This is an optimization exercise on Yosys and OpenROAD, whose aim is small area and a short achievable clock period, not a production implementation.
RTL that was checked went through simulation tests only; none was proved equivalent to the original.
The clock port is modelled as an ideal driver, which makes a skipped or thinned clock tree look cheaper than it is; a real chip needs a root buffer or a tree.
Power and IR drop assume default switching activity.

==> job 9227: inputs <==
## fifo
module fifo #(
  parameter DATA_WIDTH = 32,
  parameter DEPTH      = 16
) (
  input  logic                  clk,
  input  logic                  rst_n,
  input  logic                  wr_en,
  input  logic [DATA_WIDTH-1:0] wr_data,
  input  logic                  rd_en,
  output logic [DATA_WIDTH-1:0] rd_data,
  output logic                  full,
  output logic                  empty
);
==> module fifo, before the edit <==
module fifo #(
  parameter DATA_WIDTH = 32,
  parameter DEPTH      = 16
) (
  input  logic                  clk,
  input  logic                  rst_n,
  input  logic                  wr_en,
  input  logic [DATA_WIDTH-1:0] wr_data,
  input  logic                  rd_en,
  output logic [DATA_WIDTH-1:0] rd_data,
  output logic                  full,
  output logic                  empty
);
  localparam RD = DEPTH - 1;             
  logic [DATA_WIDTH-1:0] head;
  logic [DATA_WIDTH-1:0] mem [RD];
  logic [RD-1:0]         wsel, src;
  logic [DEPTH-1:0]      lvl;
  logic nempty, ram_ne, is_full;
  logic [DATA_WIDTH-1:0] head_d;
  logic [DEPTH-1:0]      lvl_n;
  logic [RD-1:0]         wsel_n, src_n;
  assign nempty  = lvl[0];
  assign ram_ne  = lvl[1];
  assign is_full = lvl[DEPTH-1];
  always_ff @(posedge clk) begin
    for (int i = 0; i < RD; i++)
      if (wr_en && wsel[i]) mem[i] <= wr_data;
  end
  always_comb begin
    head_d = wr_data & {DATA_WIDTH{!ram_ne}};
    for (int i = 0; i < RD; i++)
      head_d = head_d | (mem[i] & {DATA_WIDTH{src[i]}});
  end
  always_ff @(posedge clk) begin
    if (rd_en || !nempty)
      head <= head_d;
  end
  logic [DEPTH-1:0] lvl_up, lvl_dn;
  logic [RD-1:0]    wsel_adv, src_rot;
  assign lvl_up   = {lvl[DEPTH-2:0], 1'b1};
  assign lvl_dn   = {1'b0, lvl[DEPTH-1:1]};
  assign wsel_adv = {wsel[RD-2:0], wsel[RD-1]};
  assign src_rot  = {src[RD-2:0], src[RD-1]};
  always_comb begin
    case ({wr_en, rd_en})
      2'b10: begin    
        lvl_n  = is_full ? lvl : lvl_up;
        wsel_n = (!is_full && nempty) ? (lvl[DEPTH-2] ? '0 : wsel_adv) : wsel;
        src_n  = ram_ne ? src : (nempty ? wsel : '0);
      end
      2'b01: begin    
        lvl_n  = nempty ? lvl_dn : lvl;
        wsel_n = is_full ? src : wsel;
        src_n  = (ram_ne && lvl[2]) ? src_rot : '0;
      end
      2'b11: begin    
        lvl_n  = !nempty ? lvl_up : (is_full ? lvl_dn : lvl);
        wsel_n = is_full ? src : (ram_ne ? wsel_adv : wsel);
        src_n  = ram_ne ? src_rot : '0;
      end
      default: begin  
        lvl_n  = lvl;
        wsel_n = wsel;
        src_n  = src;
      end
    endcase
  end
  always_ff @(posedge clk or negedge rst_n) begin
    if (!rst_n) begin
      wsel <= {{(RD-1){1'b0}}, 1'b1};
      src  <= '0;
      lvl  <= '0;
    end else begin
      wsel <= wsel_n;
      src  <= src_n;
      lvl  <= lvl_n;
    end
  end
  assign rd_data = head;
  assign full    = is_full;
  assign empty   = !nempty;
endmodule
export LEC_CHECK = 0
export CAP_MARGIN = 20
export CORE_MARGIN = 2
export CORE_UTILIZATION = 65
export PLACE_DENSITY = 0.75
export SETUP_SLACK_MARGIN = 2.4
export SLEW_MARGIN = 20
create_clock -name core_clock -period 4.2 [get_ports {clk}]
standard.sh (not shown) runs the stock make flow with config.mk's settings and CLKGATE_MAP_FILE= SYNTH_SCRIPT=/design/flow/synth_recipe.tcl, a recipe that flattens the netlist after the stock synthesis.
==> flow/flow/run.sh <==
#!/bin/bash
# Standard layout, except that the clock tree CTS builds is replaced (in the
# POST_CTS hook) by a balanced two-level tree: four root buffers fed by the
# clock port, each feeding leaf buffers that drive ~28 registers each.
set -euo pipefail
export POST_CTS_TCL="$PWD/flow/mycts.tcl"
export MYCTS_CLK=clk
bash standard.sh > standard_flow.log 2>&1 || { tail -50 standard_flow.log; exit 1; }
tail -5 standard_flow.log
==> flow/flow/mycts.tcl <==
# Replace the clock tree that CTS built (run from the POST_CTS hook) with a
# balanced two-level tree: a few root buffers on the clock port, each feeding
# leaf buffers that each drive a cluster of nearby registers.
proc mycts_kmeans {pts k iters} {
  set n [llength $pts]
  set cents {}
  set sorted [lsort -real -index 0 $pts]
  for {set i 0} {$i < $k} {incr i} {
    lappend cents [lindex $sorted [expr {int(($i + 0.5) * $n / $k)}]]
  }
  set cap [expr {int(ceil($n / double($k)))}]
  for {set iter 0} {$iter < $iters} {incr iter} {
    set pairs {}
    for {set s 0} {$s < $n} {incr s} {
      lassign [lindex $pts $s] x y
      for {set c 0} {$c < $k} {incr c} {
        lassign [lindex $cents $c] cx cy
        lappend pairs [list [expr {abs($x-$cx)+abs($y-$cy)}] $s $c]
      }
    }
    set pairs [lsort -real -index 0 $pairs]
    set asg [lrepeat $n -1]
    set cnt [lrepeat $k 0]
    foreach pr $pairs {
      lassign $pr d s c
      if {[lindex $asg $s] >= 0 || [lindex $cnt $c] >= $cap} continue
      lset asg $s $c; lset cnt $c [expr {[lindex $cnt $c]+1}]
    }
    set sx [lrepeat $k 0.0]; set sy [lrepeat $k 0.0]
    for {set s 0} {$s < $n} {incr s} {
      set c [lindex $asg $s]; lassign [lindex $pts $s] x y
      lset sx $c [expr {[lindex $sx $c]+$x}]; lset sy $c [expr {[lindex $sy $c]+$y}]
    }
    set nc {}
    for {set c 0} {$c < $k} {incr c} {
      set m [lindex $cnt $c]
      if {$m == 0} { lappend nc [lindex $cents $c] } else { lappend nc [list [expr {[lindex $sx $c]/$m}] [expr {[lindex $sy $c]/$m}]] }
    }
    set cents $nc
  }
  return [list $asg $cents]
}

proc mycts_run {} {
  set block [ord::get_db_block]
  set clk [$block findNet $::env(MYCTS_CLK)]
  set bufm [[ord::get_db] findMaster sky130_fd_sc_hd__clkbuf_16]
  set per [expr {[info exists ::env(MYCTS_PER)] ? $::env(MYCTS_PER) : 28}]

  # walk the existing tree: collect buffers and sinks
  set sinks {}
  set tree {}
  set todo [list [list $clk 0]]
  while {[llength $todo]} {
    lassign [lindex $todo 0] net par; set todo [lrange $todo 1 end]
    foreach it [$net getITerms] {
      if {![$it isInputSignal] && [$it getIoType] ne "INPUT"} continue
      set inst [$it getInst]
      set mname [[$inst getMaster] getName]
      set inv [expr {[string match "sky130_fd_sc_hd__clkinv*" $mname] || [string match "sky130_fd_sc_hd__inv_*" $mname]}]
      if {[string match "clkload*" [$inst getName]]} { lappend tree $inst; continue }
      if {$inv || [string match "sky130_fd_sc_hd__clkbuf*" $mname] || [string match "sky130_fd_sc_hd__buf_*" $mname]} {
        lappend tree $inst
        foreach o [$inst getITerms] {
          if {[$o isOutputSignal]} { set on [$o getNet]; if {$on ne "NULL"} { lappend todo [list $on [expr {$par ^ $inv}]] } }
        }
      } else {
        if {$par} { error "mycts: sink [[$it getInst] getName] sees an inverted clock" }
        lappend sinks $it
      }
    }
  }
  foreach it $sinks { set mn [[[$it getInst] getMaster] getName]; if {![string match "*df*" $mn]} { puts "mycts: odd sink [[$it getInst] getName] $mn [[$it getMTerm] getName]" } }
  puts "mycts: [llength $sinks] sinks, removing [llength $tree] tree buffers"
  # disconnect sinks, remove tree
  foreach it $sinks { $it disconnect }
  foreach inst $tree {
    foreach o [$inst getITerms] {
      set n [$o getNet]
      if {$n ne "NULL" && [$o isOutputSignal]} { $o disconnect; if {[llength [$n getITerms]] == 0 && [llength [$n getBTerms]] == 0} { odb::dbNet_destroy $n } }
    }
    odb::dbInst_destroy $inst
  }
  # sink locations
  set pts {}
  foreach it $sinks {
    set b [[$it getInst] getBBox]
    lappend pts [list [expr {([$b xMin]+[$b xMax])/2.0}] [expr {([$b yMin]+[$b yMax])/2.0}]]
  }
  set n [llength $sinks]
  set k [expr {int(ceil($n / double($per)))}]
  lassign [mycts_kmeans $pts $k 30] asg cents
  set nroot [expr {[info exists ::env(MYCTS_ROOTS)] ? $::env(MYCTS_ROOTS) : 4}]
  lassign [mycts_kmeans $cents $nroot 30] rasg rcents
  set rnets {}
  for {set r 0} {$r < $nroot} {incr r} {
    lassign [lindex $rcents $r] rx ry
    set root [odb::dbInst_create $block $bufm "mycts_root_$r"]
    $root setLocation [expr {int($rx)}] [expr {int($ry)}]; $root setPlacementStatus PLACED
    [$root findITerm A] connect $clk
    set rnet [odb::dbNet_create $block "mycts_root_net_$r"]
    $rnet setSigType CLOCK
    [$root findITerm X] connect $rnet
    lappend rnets $rnet
  }
  for {set c 0} {$c < $k} {incr c} {
    set leaf [odb::dbInst_create $block $bufm "mycts_leaf_$c"]
    lassign [lindex $cents $c] cx cy
    $leaf setLocation [expr {int($cx)}] [expr {int($cy)}]; $leaf setPlacementStatus PLACED
    [$leaf findITerm A] connect [lindex $rnets [lindex $rasg $c]]
    set ln [odb::dbNet_create $block "mycts_leaf_net_$c"]
    $ln setSigType CLOCK
    [$leaf findITerm X] connect $ln
    for {set s 0} {$s < $n} {incr s} {
      if {[lindex $asg $s] == $c} { [lindex $sinks $s] connect $ln }
    }
  }
  puts "mycts: built $nroot roots + $k leaves"
}
mycts_run
global_connect
detailed_placement
estimate_parasitics -placement
==> inputs of job 8962, as changes to job 9227 <==
--- a/flow/design.v
+++ b/flow/design.v
@@ -34,6 +34,6 @@
   end
-  always_ff @(posedge clk) begin
-    if (rd_en || !nempty)
-      head <= head_d;
-  end
+  logic hold;
+  assign hold = nempty && !rd_en;
+  always_ff @(posedge clk)
+    head <= (head & {DATA_WIDTH{hold}}) | (head_d & {DATA_WIDTH{!hold}});
   logic [DEPTH-1:0] lvl_up, lvl_dn;
--- a/flow/flow/run.sh
+++ b/flow/flow/run.sh
@@ -3,3 +3,3 @@
 # POST_CTS hook) by a balanced two-level tree: four root buffers fed by the
-# clock port, each feeding leaf buffers that drive ~28 registers each.
+# clock port, each feeding leaf buffers that drive ~22 registers each.
 set -euo pipefail
@@ -7,2 +7,3 @@
 export MYCTS_CLK=clk
+export MYCTS_PER=22
 bash standard.sh > standard_flow.log 2>&1 || { tail -50 standard_flow.log; exit 1; }
==> inputs of job 5684, as changes to job 9227 <==
--- a/flow/design.v
+++ b/flow/design.v
@@ -13,5 +13,7 @@
 );
-  localparam RD = DEPTH - 1;             
+  localparam RD  = DEPTH - 1;            
+  localparam RAW = $clog2(RD);
   logic [DATA_WIDTH-1:0] head;
   logic [DATA_WIDTH-1:0] mem [RD];
+  logic [RAW-1:0]        wptr;
   logic [RD-1:0]         wsel, src;
@@ -21,3 +23,4 @@
   logic [DEPTH-1:0]      lvl_n;
-  logic [RD-1:0]         wsel_n, src_n;
+  logic [RAW-1:0]        wptr_n;
+  logic [RD-1:0]         src_n;
   assign nempty  = lvl[0];
@@ -25,2 +28,5 @@
   assign is_full = lvl[DEPTH-1];
+  always_comb
+    for (int i = 0; i < RD; i++)
+      wsel[i] = !is_full && wptr == i;
   always_ff @(posedge clk) begin
@@ -34,11 +40,12 @@
   end
-  always_ff @(posedge clk) begin
-    if (rd_en || !nempty)
-      head <= head_d;
-  end
+  logic hold;
+  assign hold = nempty && !rd_en;
+  always_ff @(posedge clk)
+    head <= (head & {DATA_WIDTH{hold}}) | (head_d & {DATA_WIDTH{!hold}});
   logic [DEPTH-1:0] lvl_up, lvl_dn;
-  logic [RD-1:0]    wsel_adv, src_rot;
+  logic [RAW-1:0]   wptr_adv;
+  logic [RD-1:0]    src_rot;
   assign lvl_up   = {lvl[DEPTH-2:0], 1'b1};
   assign lvl_dn   = {1'b0, lvl[DEPTH-1:1]};
-  assign wsel_adv = {wsel[RD-2:0], wsel[RD-1]};
+  assign wptr_adv = (wptr == RD-1) ? '0 : wptr + 1'b1;
   assign src_rot  = {src[RD-2:0], src[RD-1]};
@@ -48,3 +55,3 @@
         lvl_n  = is_full ? lvl : lvl_up;
-        wsel_n = (!is_full && nempty) ? (lvl[DEPTH-2] ? '0 : wsel_adv) : wsel;
+        wptr_n = (!is_full && nempty) ? wptr_adv : wptr;
         src_n  = ram_ne ? src : (nempty ? wsel : '0);
@@ -53,3 +60,3 @@
         lvl_n  = nempty ? lvl_dn : lvl;
-        wsel_n = is_full ? src : wsel;
+        wptr_n = wptr;
         src_n  = (ram_ne && lvl[2]) ? src_rot : '0;
@@ -58,3 +65,3 @@
         lvl_n  = !nempty ? lvl_up : (is_full ? lvl_dn : lvl);
-        wsel_n = is_full ? src : (ram_ne ? wsel_adv : wsel);
+        wptr_n = (!is_full && ram_ne) ? wptr_adv : wptr;
         src_n  = ram_ne ? src_rot : '0;
@@ -63,3 +70,3 @@
         lvl_n  = lvl;
-        wsel_n = wsel;
+        wptr_n = wptr;
         src_n  = src;
@@ -70,3 +77,3 @@
     if (!rst_n) begin
-      wsel <= {{(RD-1){1'b0}}, 1'b1};
+      wptr <= '0;
       src  <= '0;
@@ -74,3 +81,3 @@
     end else begin
-      wsel <= wsel_n;
+      wptr <= wptr_n;
       src  <= src_n;
--- a/flow/flow/run.sh
+++ b/flow/flow/run.sh
@@ -7,2 +7,3 @@
 export MYCTS_CLK=clk
+export MYCTS_PER=22
 bash standard.sh > standard_flow.log 2>&1 || { tail -50 standard_flow.log; exit 1; }
==> inputs of job 8877, as changes to job 9227 <==
--- a/flow/design.v
+++ b/flow/design.v
@@ -34,6 +34,6 @@
   end
-  always_ff @(posedge clk) begin
-    if (rd_en || !nempty)
-      head <= head_d;
-  end
+  logic hold;
+  assign hold = nempty && !rd_en;
+  always_ff @(posedge clk)
+    head <= (head & {DATA_WIDTH{hold}}) | (head_d & {DATA_WIDTH{!hold}});
   logic [DEPTH-1:0] lvl_up, lvl_dn;
--- a/flow/flow/run.sh
+++ b/flow/flow/run.sh
@@ -7,2 +7,3 @@
 export MYCTS_CLK=clk
+export MYCTS_PER=22
 bash standard.sh > standard_flow.log 2>&1 || { tail -50 standard_flow.log; exit 1; }
--- a/flow/config.mk
+++ b/flow/config.mk
@@ -11,3 +11,3 @@
 export PLACE_DENSITY = 0.75
-export SETUP_SLACK_MARGIN = 2.4
+export SETUP_SLACK_MARGIN = 2.3
 export SLEW_MARGIN = 20
==> summary.txt <==
Net Switching: job 9227 3.848 mW; job 8962 2.335 mW; job 8877 2.286 mW; job 5684 3.979 mW
Register area: job 9227 0.01658 mm²; job 8962 0.01658 mm²; job 8877 0.01658 mm²; job 5684 0.01629 mm²
Setup crit end kind: job 9227 flip-flop; job 8962 output pin; job 8877 flip-flop; job 5684 flip-flop
Met3 Routed Length: job 9227 7854 µm; job 8962 6267 µm; job 8877 7840 µm; job 5684 9745 µm
Final Cell Area: job 9227 0.02309 mm²; job 8962 0.02300 mm²; job 8877 0.02284 mm²; job 5684 0.02517 mm²
Initial core utilization: job 9227 0.6588; job 8962 0.6562; job 8877 0.6562; job 5684 0.6603
Worst-path clk slew: job 9227 110 ps; job 8962 90 ps; job 8877 90 ps; job 5684 90 ps
Pin count of the biggest net entering global routing: job 9227 47; job 8962 47; job 8877 47; job 5684 36
M1 GR Usage: job 9227 0.4582; job 8962 0.4585; job 8877 0.4752; job 5684 0.4776
Met3 global-route usage: job 9227 0.06275; job 8962 0.05596; job 8877 0.05676; job 5684 0.07599
IR drop worst, VDD: job 9227 0.4592 mV; job 8962 0.3488 mV; job 8877 0.3892 mV; job 5684 0.3792 mV
Area inside the core boundary: job 9227 0.03156 mm²; job 8962 0.03139 mm²; job 8877 0.03139 mm²; job 5684 0.03059 mm²
Number of distinct library cell variants in the gate-level netlist after synthesis: job 9227 39; job 8962 43; job 8877 43; job 5684 40
Die width: job 9227 182.8 µm; job 8962 182.0 µm; job 8877 182.0 µm; job 5684 180.3 µm
Number of placed cells counting well taps: job 9227 1,539; job 8962 1,531; job 8877 1,534; job 5684 1,587
Average footprint of a synthesized cell: job 9227 18.25 µm²; job 8962 18.07 µm²; job 8877 18.07 µm²; job 5684 17.31 µm²
Proportion of power drawn by flip-flops and latches: job 9227 0.591; job 8962 0.615; job 8877 0.619; job 5684 0.532
Die height: job 9227 182.8 µm; job 8962 182.0 µm; job 8877 182.0 µm; job 5684 180.3 µm
Area share of and/or/nand/nor cells after synthesis: job 9227 0.03509; job 8962 0.03383; job 8877 0.03383; job 5684 0.04144
Routed wire length per instance: job 9227 34.58 µm; job 8962 33.24 µm; job 8877 34.54 µm; job 5684 36.60 µm
Result of the run: job 9227 no timing/DRC/antenna violations; job 8962 no timing/DRC/antenna violations; job 8877 no timing/DRC/antenna violations; job 5684 no timing/DRC/antenna violations
Global-route usage over all layers: job 9227 0.3164; job 8962 0.3133; job 8877 0.3236; job 5684 0.3406
Mapped Area: job 9227 0.02079 mm²; job 8962 0.02060 mm²; job 8877 0.02060 mm²; job 5684 0.02020 mm²
Layout Skew: job 9227 24.73 ps; job 8962 64.72 ps; job 8877 36.64 ps; job 5684 54.50 ps
Areal power density over the cells: job 9227 563.1 mW/mm²; job 8962 446.0 mW/mm²; job 8877 445.9 mW/mm²; job 5684 521.5 mW/mm²
Post-synthesis cell count: job 9227 1,139; job 8962 1,140; job 8877 1,140; job 5684 1,167
Share of cells above drive strength 1: job 9227 0.1687; job 8962 0.1485; job 8877 0.1351; job 5684 0.2751
For job 9227 and job 5684, only the layout was checked, not whether the RTL still works. In every run of this note, the design's own scripts or RTL, not TritonCTS, make the clock network.

==> separate check: timing with driven ports <==
Ports are ideal in the flow. The routed layouts listed here were re-timed in OpenROAD.
Step 1: set_driving_cell puts a clkbuf_16 on clk and a buf_2 on each other input, an assumption about the parent block.
Step 2 moves the port delays by t, midway between the first and last clock arrival at a register: inputs arrive t later, outputs are due t later. That takes back most of the time a late clock gives input paths.
Slacks: ideal / step 1 / step 2; pairs: ideal / step 1.
run | t (ns) | setup slack, ns | worst hold slack (ns) | worst register clock-pin slew, ns | worst data-port slew with drivers (ns)
job 9227 | 0.455 | 2.355 / 2.275 / 2.028 | 0.476 / 0.391 / 0.550 | 0.11 / 0.11 | 0.07
job 8962 | 0.464 | 2.387 / 2.276 / 2.045 | 0.484 / 0.402 / 0.541 | 0.09 / 0.09 | 0.08
job 5684 | 0.470 | 2.080 / 2.131 / 1.670 | 0.564 / 0.564 / 0.564 | 0.12 / 0.12 | 0.06
job 8877 | 0.461 | 2.308 / 2.308 / 1.955 | 0.480 / 0.404 / 0.552 | 0.09 / 0.09 | 0.08
After both steps setup and hold are still met in every run listed. The setup slack of job 5684, which loses most, moves by +0.051 ns with the drivers and by -0.410 ns with both steps.
